What follows belongs to an exercise in optimizing a design on an open flow for small area, a short achievable clock period and few clock cycles; a production flow would make more cautious choices. The RTL was checked by simulation tests, not by an equivalence proof against the original design. Power figures rest on the tool's default switching activity, not on a simulated workload.

// MIPS_pipeline
module MIPS_pipeline (
    input clk, rst,
    output [31:0] imem_addr,
    input  [31:0] imem_rdata,
    output [31:0] dmem_addr,
    output [31:0] dmem_wdata,
    output dmem_rd_en,
    output dmem_wr_en,
    input  [31:0] dmem_rdata
);
    reg [31:0] pc, ras;
    reg [31:0] e_a, e_b, e_pc4;
    reg [15:0] e_imm;                      
    reg        e_rtop;                     
    reg        e_inv, e_slt, e_jal, e_lw, e_sw, e_we;
    reg        e_beq, e_bne, e_jr, e_pt, e_tok;   
    reg [4:0]  e_rd;
    reg [31:0] m_res, m_wdata;
    reg        m_lw, m_sw, m_we;
    reg [4:0]  m_rd;
    assign dmem_addr  = m_res;
    assign dmem_wdata = m_wdata;
    assign dmem_rd_en = m_lw;
    assign dmem_wr_en = m_sw;
    wire [31:0] m_wb = m_lw ? dmem_rdata : m_res;
    reg  [31:0] rf [1:31];
    wire [31:0] regs [0:31];
    assign regs[0] = 32'd0;
    genvar gi;
    generate
  ...
Size: roughly 1300 flip-flops, about 160 I/O pins, roughly 57000 um2 of cells after synthesis.
Settings: LEC_CHECK=0, CAP_MARGIN=20, CORE_MARGIN=2, CORE_UTILIZATION=40, CTS_CLUSTER_DIAMETER=80, CTS_CLUSTER_SIZE=20, SETUP_SLACK_MARGIN=5, SLEW_MARGIN=20; clock period 9.5 ns.
standard.sh (not shown) runs the stock make flow with config.mk's settings and CLKGATE_MAP_FILE= SYNTH_SCRIPT=/design/flow/synth_recipe.tcl, a recipe that flattens the netlist after the stock synthesis.
==> flow/flow/run.sh <==
#!/bin/bash
set -euo pipefail
bash standard.sh "BUFFER_PORTS_ARGS=-buffer_cell sky130_fd_sc_hd__buf_4" "SETUP_SLACK_MARGIN=5.7" finish > flow_make.log 2>&1
The starting point finished with timing, DRC and antenna clean.
Testbench counts at the start, summed over its fixed seeds: cycles 45,282.
Next try:
==> flow/flow/run.sh (replaced) <==
#!/bin/bash
set -euo pipefail
bash standard.sh "BUFFER_PORTS_ARGS=-buffer_cell sky130_fd_sc_hd__buf_4" "SETUP_SLACK_MARGIN=6.2" finish > flow_make.log 2>&1
--- a/flow/config.mk
+++ b/flow/config.mk
@@ -14 +14,2 @@
 export SLEW_MARGIN = 20
+export TNS_END_PERCENT = 0
- flip-flop and latch count stays the same
- clock-buffer cell count shrinks by 4
- worst hold slack gets worse by 0.012 ns
- core utilization is about the same
- non-clock buffer count fell by 5
- power falls slightly
- global-route usage went up by 0.19 points
- routed wire length hardly moves
- design area hardly moves
- clock power drops by a few percent
- sequential share of layout area is about the same

---

Another version of the RTL of MIPS_pipeline (not shown whole).
Size in the first run: roughly 1200 flip-flops, about 56000 um2 of cells after synthesis.
Settings: LEC_CHECK=0, CAP_MARGIN=20, CORE_MARGIN=2, CORE_UTILIZATION=40, CTS_CLUSTER_DIAMETER=80, CTS_CLUSTER_SIZE=25, SETUP_SLACK_MARGIN=5, SLEW_MARGIN=20; clock period 9.5 ns.
run.sh (not shown) runs the stock make flow with config.mk's settings and CLKGATE_MAP_FILE= SYNTH_SCRIPT=/design/flow/synth_recipe.tcl, a recipe that flattens the netlist after the stock synthesis.
Stock flow here: none of the scripts above is used.
Testbench counts at the start, summed over its fixed seeds: cycles 43,473.
Edit:
==> flow/flow/run.sh (new file) <==
#!/bin/bash
# Standard ORFS layout, with the port buffers inserted as buf_4 cells
# (the default choice is a slow delay buffer). The make output goes to
# flow_make.log in this folder.
set -euo pipefail
bash standard.sh "BUFFER_PORTS_ARGS=-buffer_cell sky130_fd_sc_hd__buf_4" finish > flow_make.log 2>&1
==> flow/standard.sh (new file) <==
#!/bin/bash
# synth_recipe.tcl (not shown) runs the flow's synth.tcl, then flattens the netlist and writes it again
# the make line also repeats each setting of config.mk as NAME=value (left out here)
make -C /OpenROAD-flow-scripts/flow DESIGN_CONFIG=/design/flow/config.mk WORK_HOME=/design/flow/orfs CLKGATE_MAP_FILE= SYNTH_SCRIPT=/design/flow/synth_recipe.tcl "${@:-finish}"
removed: flow/run.sh
The changed run completed without violations; flip-flop and latch count is unchanged; setup slack gets better by 0.098 ns; via count decreases by 1.6%; fmax is higher by 2.1%; power came out higher by 1.7%; utilization is lower by 1.1 points; routed wire length drops by 1.5%; synthesized area does not change; hold slack improved by 0.0076 ns; register-to-register slack stays flat.

[port drivers added, routing unchanged]
In the flow no input, the clock included, has a driving cell. The finished layouts below were timed again as built, in two steps. Step 1 assumes that a clkbuf_16 drives the clock port and a buf_2 every other input. Step 2 also shifts input and output timing later by t, the mid clock arrival at the registers, as if the neighbouring blocks saw the same clock. Slacks: ideal / step 1 / step 2; pairs: ideal / step 1.
run	shift t [ns]	slack for setup (ns)	hold WS [ns]
the first run of note 1	0.791	5.636 / 5.435 / 4.644	0.365 / 0.365 / 0.365
the second run of note 1	0.775	5.638 / 5.549 / 4.774	0.353 / 0.353 / 0.353
the first run of note 2	0.828	4.778 / 4.830 / 4.003	0.355 / 0.355 / 0.355
the second run of note 2	0.781	4.876 / 4.870 / 4.089	0.363 / 0.363 / 0.363
After both steps setup and hold are still met in every run listed. The setup slack of the first run of note 1, which loses most, moves by -0.201 ns with the drivers and by -0.992 ns with both steps.
